Background: an optimization exercise with open tools, aiming at small area and a short achievable clock period. Do not read the settings as production practice. Only simulation tests tie the RTL to the original design; equivalence was not proved. No driver is modelled on the clock port, so clock power and skew are understated where the tree is cut down; a real chip needs a root buffer or a tree. Power and IR drop assume default switching activity.

==> module timer, before the edit <==
module timer #(
    parameter FREQUENCY_VALUE = 50_000_000 
) (
    input logic clk,
    input logic reset_n,
    input   logic   [1:0]   avmms_address,
    input   logic           avmms_write,
    input   logic   [31:0]  avmms_writedata,
    input   logic   [3:0]   avmms_byteenable,
    input   logic           avmms_read,
    output  logic   [31:0]  avmms_readdata,
    output  logic           coe_interrupt
);
logic [63:0] counter_reg;
logic [63:0] counter;
logic complete, busy, start, stop;
logic load;      
wire wr0 = avmms_write && (avmms_address == 2'h0);
wire wr1 = avmms_write && (avmms_address == 2'h1);
wire wr2 = avmms_write && (avmms_address == 2'h2);
wire start_d = wr0 && (avmms_byteenable[0] ? avmms_writedata[0] : start);
wire stop_d  = wr0 && (avmms_byteenable[0] ? avmms_writedata[1] : stop);
always_ff @ (posedge clk or negedge reset_n)
    if (!reset_n) begin
        start <= 1'b0;
        stop  <= 1'b0;
        load  <= 1'b0;
    end else begin
        start <= start_d;
        stop  <= stop_d;
        load  <= start_d && !zr_pre[NS];
    end
genvar b;
generate
    for (b = 0; b < 4; b = b + 1) begin : g_r
        always_ff @ (posedge clk or negedge reset_n)
            if (!reset_n) counter_reg[8*b +: 8] <= 8'h0;
            else if (wr1 && avmms_byteenable[b]) counter_reg[8*b +: 8] <= avmms_writedata[8*b +: 8];
        always_ff @ (posedge clk or negedge reset_n)
            if (!reset_n) counter_reg[32+8*b +: 8] <= 8'h0;
            else if (wr2 && avmms_byteenable[b]) counter_reg[32+8*b +: 8] <= avmms_writedata[8*b +: 8];
    end
endgenerate
always_ff @ (posedge clk)
    case (avmms_address)
        2'h0: avmms_readdata <= {28'h0, complete, busy, stop, start};
        2'h1: avmms_readdata <= counter_reg[31:0];
        2'h2: avmms_readdata <= counter_reg[63:32];
        default: avmms_readdata <= 32'h0;
    endcase
localparam NS = 8;
logic [NS-1:1] en, z;
wire [NS-1:0] zero_r;      
wire [NS:1]   zr_pre;      
wire [NS:1]   zc_pre;      
wire seg0_one = (counter[7:0] == 8'h1);
assign zc_pre[1] = 1'b1;
assign zr_pre[1] = zero_r[0];
genvar j;
generate
    for (j = 0; j < NS; j = j + 1) begin : g_seg
        assign zero_r[j] = ~|counter_reg[8*j +: 8];
        if (j == 0) begin : g_lo
            always_ff @ (posedge clk)
                if (load) counter[7:0] <= counter_reg[7:0];
                else      counter[7:0] <= counter[7:0] - 8'h1;
        end else begin : g_hi
            assign zc_pre[j+1] = &z[j:1];
            assign zr_pre[j+1] = &zero_r[j:0];
            always_ff @ (posedge clk)
                if (load)       counter[8*j +: 8] <= counter_reg[8*j +: 8];
                else if (en[j]) counter[8*j +: 8] <= counter[8*j +: 8] - 8'h1;
            always_ff @ (posedge clk)
                if (load) begin
                    en[j] <= zr_pre[j];
                    z[j]  <= zero_r[j];
                end else begin
                    en[j] <= seg0_one && zc_pre[j];
                    if (en[j]) z[j] <= (counter[8*j +: 8] == 8'h1);
                end
        end
    end
endgenerate
wire one = seg0_one && zc_pre[NS];
always_ff @ (posedge clk or negedge reset_n)
    if (!reset_n) complete <= 1'b0;
    else complete <= (busy && one) || (complete && !wr0);
always_ff @ (posedge clk or negedge reset_n)
    if (!reset_n) busy <= 1'b0;
    else busy <= load || (busy && !stop && !one);
assign coe_interrupt = complete;
endmodule
clock: 3.0 ns
lec_check: 0
abc_clock_period_in_ps: 2000
cap_margin: 20
core_margin: 2
core_utilization: 40
setup_slack_margin: 1.0
slew_margin: 20
run.sh (not shown) runs the stock make flow with config.mk's settings and CLKGATE_MAP_FILE= SYNTH_SCRIPT=/design/flow/synth_recipe.tcl, a recipe that flattens the netlist after the stock synthesis.
Change:
--- a/flow/design.v
+++ b/flow/design.v
@@ -29,5 +29,5 @@
         start <= start_d;
         stop  <= stop_d;
-        load  <= start_d && !zr_pre[NS];
+        load  <= start_d && (|counter_reg);
     end
 genvar b;
@@ -49,38 +49,8 @@
         default: avmms_readdata <= 32'h0;
     endcase
-localparam NS = 8;
-logic [NS-1:1] en, z;
-wire [NS-1:0] zero_r;      
-wire [NS:1]   zr_pre;      
-wire [NS:1]   zc_pre;      
-wire seg0_one = (counter[7:0] == 8'h1);
-assign zc_pre[1] = 1'b1;
-assign zr_pre[1] = zero_r[0];
-genvar j;
-generate
-    for (j = 0; j < NS; j = j + 1) begin : g_seg
-        assign zero_r[j] = ~|counter_reg[8*j +: 8];
-        if (j == 0) begin : g_lo
-            always_ff @ (posedge clk)
-                if (load) counter[7:0] <= counter_reg[7:0];
-                else      counter[7:0] <= counter[7:0] - 8'h1;
-        end else begin : g_hi
-            assign zc_pre[j+1] = &z[j:1];
-            assign zr_pre[j+1] = &zero_r[j:0];
-            always_ff @ (posedge clk)
-                if (load)       counter[8*j +: 8] <= counter_reg[8*j +: 8];
-                else if (en[j]) counter[8*j +: 8] <= counter[8*j +: 8] - 8'h1;
-            always_ff @ (posedge clk)
-                if (load) begin
-                    en[j] <= zr_pre[j];
-                    z[j]  <= zero_r[j];
-                end else begin
-                    en[j] <= seg0_one && zc_pre[j];
-                    if (en[j]) z[j] <= (counter[8*j +: 8] == 8'h1);
-                end
-        end
-    end
-endgenerate
-wire one = seg0_one && zc_pre[NS];
+always_ff @ (posedge clk)
+    if (load) counter <= counter_reg;
+    else      counter <= counter - 64'h1;
+wire one = (counter == 64'h1);
 always_ff @ (posedge clk or negedge reset_n)
     if (!reset_n) complete <= 1'b0;
What happened: Critical path depth is higher by 4. Fmax is lower by 16%. Sequential power went up by 9.1%. Worst hold slack gets better by 0.020 ns. Combinational power grows by 80%. Power climbs by 16%. Non-clock buffer count increases by 49. Synthesized area goes down by 8.5%. Via count came out higher by 21%. Core utilization is higher by 5.8 points. Wire length increases by 32%. Final area rises by 2.4%. Die area falls by 8.3%.

========
timer, a different RTL version from the one above (not shown whole).
For scale: ~780 cells after synthesis, roughly 75 I/O pins, roughly 7300 um^2 of cells after synthesis.
==> module timer, before the edit <==
module timer #(
    parameter FREQUENCY_VALUE = 50_000_000 
) (
    input logic clk,
    input logic reset_n,
    input   logic   [1:0]   avmms_address,
    input   logic           avmms_write,
    input   logic   [31:0]  avmms_writedata,
    input   logic   [3:0]   avmms_byteenable,
    input   logic           avmms_read,
    output  logic   [31:0]  avmms_readdata,
    output  logic           coe_interrupt
);
logic [63:0] counter_reg;
logic [63:0] counter;
logic complete, busy, start, stop;
logic load;      
wire wr0 = avmms_write && (avmms_address == 2'h0);
wire wr1 = avmms_write && (avmms_address == 2'h1);
wire wr2 = avmms_write && (avmms_address == 2'h2);
wire start_d = wr0 && (avmms_byteenable[0] ? avmms_writedata[0] : start);
wire stop_d  = wr0 && (avmms_byteenable[0] ? avmms_writedata[1] : stop);
always_ff @ (posedge clk or negedge reset_n)
    if (!reset_n) begin
        start <= 1'b0;
        stop  <= 1'b0;
        load  <= 1'b0;
    end else begin
        start <= start_d;
        stop  <= stop_d;
        load  <= start_d && !zr_pre[NS];
    end
logic [7:0] valid;
wire [63:0] rv;
genvar b;
generate
    for (b = 0; b < 4; b = b + 1) begin : g_r
        always_ff @ (posedge clk)
            if (wr1 && avmms_byteenable[b]) counter_reg[8*b +: 8] <= avmms_writedata[8*b +: 8];
        always_ff @ (posedge clk)
            if (wr2 && avmms_byteenable[b]) counter_reg[32+8*b +: 8] <= avmms_writedata[8*b +: 8];
        always_ff @ (posedge clk or negedge reset_n)
            if (!reset_n) valid[b] <= 1'b0;
            else if (wr1 && avmms_byteenable[b]) valid[b] <= 1'b1;
        always_ff @ (posedge clk or negedge reset_n)
            if (!reset_n) valid[4+b] <= 1'b0;
            else if (wr2 && avmms_byteenable[b]) valid[4+b] <= 1'b1;
    end
    for (b = 0; b < 8; b = b + 1) begin : g_rv
        assign rv[8*b +: 8] = counter_reg[8*b +: 8] & {8{valid[b]}};
    end
endgenerate
always_ff @ (posedge clk)
    case (avmms_address)
        2'h0: avmms_readdata <= {28'h0, complete, busy, stop, start};
        2'h1: avmms_readdata <= rv[31:0];
        2'h2: avmms_readdata <= rv[63:32];
        default: avmms_readdata <= 32'h0;
    endcase
localparam NS = 8;
logic [NS-1:1] en;
wire  [NS-1:1] z;          
wire [NS-1:0] zero_r;      
wire [NS:1]   zr_pre;      
wire [NS:1]   zc_pre;      
wire seg0_one = (counter[7:0] == 8'h1);
assign zc_pre[1] = 1'b1;
assign zr_pre[1] = zero_r[0];
wire [63:0] bmask;
genvar j, i;
generate
    for (j = 0; j < NS; j = j + 1) begin : g_seg
        assign zero_r[j] = ~valid[j] | ~|counter_reg[8*j +: 8];
        assign bmask[8*j] = (j == 0) ? 1'b1 : en[j];
        for (i = 1; i < 8; i = i + 1) begin : g_bit
            assign bmask[8*j+i] = bmask[8*j] & ~|counter[8*j +: i];
        end
        if (j > 0) begin : g_hi
            assign z[j] = ~|counter[8*j +: 8];
            assign zc_pre[j+1] = &z[j:1];
            assign zr_pre[j+1] = &zero_r[j:0];
            always_ff @ (posedge clk)
                if (load) begin
                    en[j] <= zr_pre[j];
                end else begin
                    en[j] <= seg0_one && zc_pre[j];
                end
        end
    end
endgenerate
always_ff @ (posedge clk)
    if (load) counter <= rv;
    else      counter <= counter ^ bmask;
wire one = seg0_one && zc_pre[NS];
always_ff @ (posedge clk or negedge reset_n)
    if (!reset_n) complete <= 1'b0;
    else complete <= (busy && one) || (complete && !wr0);
always_ff @ (posedge clk or negedge reset_n)
    if (!reset_n) busy <= 1'b0;
    else busy <= load || (busy && !stop && !one);
assign coe_interrupt = complete;
endmodule
export LEC_CHECK = 0
export ABC_AREA = 1
export ABC_CLOCK_PERIOD_IN_PS = 2000
export CAP_MARGIN = 20
export CORE_MARGIN = 2
export CORE_UTILIZATION = 45
export SETUP_SLACK_MARGIN = 1.6
export SLEW_MARGIN = 20
create_clock -name core_clock -period 3.0 [get_ports {clk}]
standard.sh (not shown) runs the stock make flow with config.mk's settings and CLKGATE_MAP_FILE= SYNTH_SCRIPT=/design/flow/synth_recipe.tcl, a recipe that flattens the netlist after the stock synthesis.
==> flow/flow/run.sh <==
#!/bin/bash
# Standard layout with two changes: plain buf_1 cells as the port buffers, and
# a two-level clock tree (flow/cts_hook.tcl) in place of TritonCTS: the clock
# port drives four clkbuf_8 cells, each driving two clkbuf_16 leaves.
# Full output of the flow goes to standard.log.
export BUFFER_PORTS_ARGS="-buffer_cell sky130_fd_sc_hd__buf_1"
export PRE_CTS_TCL="$PWD/flow/cts_hook.tcl"
bash standard.sh > standard.log 2>&1
Other scripts of this flow, unchanged in this note and not shown: flow/flow/cts_hook.tcl
Then changed:
--- a/flow/design.v
+++ b/flow/design.v
@@ -12,10 +12,11 @@
     output  logic           coe_interrupt
 );
 logic [63:0] counter_reg;
 logic [63:0] counter;
 logic complete, busy, start, stop;
+logic complete_o;  
 logic load;      
 wire wr0 = avmms_write && (avmms_address == 2'h0);
 wire wr1 = avmms_write && (avmms_address == 2'h1);
 wire wr2 = avmms_write && (avmms_address == 2'h2);
 wire start_d = wr0 && (avmms_byteenable[0] ? avmms_writedata[0] : start);
@@ -94,9 +95,12 @@
 wire one = seg0_one && zc_pre[NS];
 always_ff @ (posedge clk or negedge reset_n)
     if (!reset_n) complete <= 1'b0;
     else complete <= (busy && one) || (complete && !wr0);
 always_ff @ (posedge clk or negedge reset_n)
+    if (!reset_n) complete_o <= 1'b0;
+    else complete_o <= (busy && one) || (complete_o && !wr0);
+always_ff @ (posedge clk or negedge reset_n)
     if (!reset_n) busy <= 1'b0;
     else busy <= load || (busy && !stop && !one);
-assign coe_interrupt = complete;
+assign coe_interrupt = complete_o;
 endmodule
Register-to-register slack got worse by 0.06 ns.
Design area increases by 1.1%.
Final cell count increases by 1.1%.
Worst hold slack got worse by 0.22 ns.
Combinational power increases by 4.0%.
In every run of this note, the design's own scripts or RTL, not TritonCTS, make the clock network.

[port drivers added, routing unchanged]
No port has a modelled driver above. Below, the same layouts with a new extraction and two added sets of constraints. Step 1: set_driving_cell puts a clkbuf_16 on clk and a buf_2 on each other input, an assumption about the parent block. Step 2 adds t to the input delays and takes it off the output delays; t is the mean of the earliest and latest rising clock arrival at the registers after step 1. Input paths then give back, and output paths get back, about the clock's delay inside the block. a / b / c = ideal ports / drivers / drivers and shift; a / b = the first two.
run	t, ns	setup slack, ns	slew at the worst register clock pin (ns)	worst data-port slew with drivers (ns)	cell pins on the clock port's net
the first run of note 1	0.459	1.037 / 1.015 / 0.593	0.07 / 0.07	0.04	1
the second run of note 1	0.477	0.663 / 0.663 / 0.533	0.07 / 0.07	0.04	1
the first run of note 2	0.365	1.586 / 1.524 / 1.262	0.10 / 0.10	0.05	4
the second run of note 2	0.362	1.547 / 1.482 / 1.272	0.09 / 0.09	0.05	4
After both steps setup and hold are still met in every run listed. The setup slack of the first run of note 1, which loses most, moves by -0.022 ns with the drivers and by -0.444 ns with both steps.
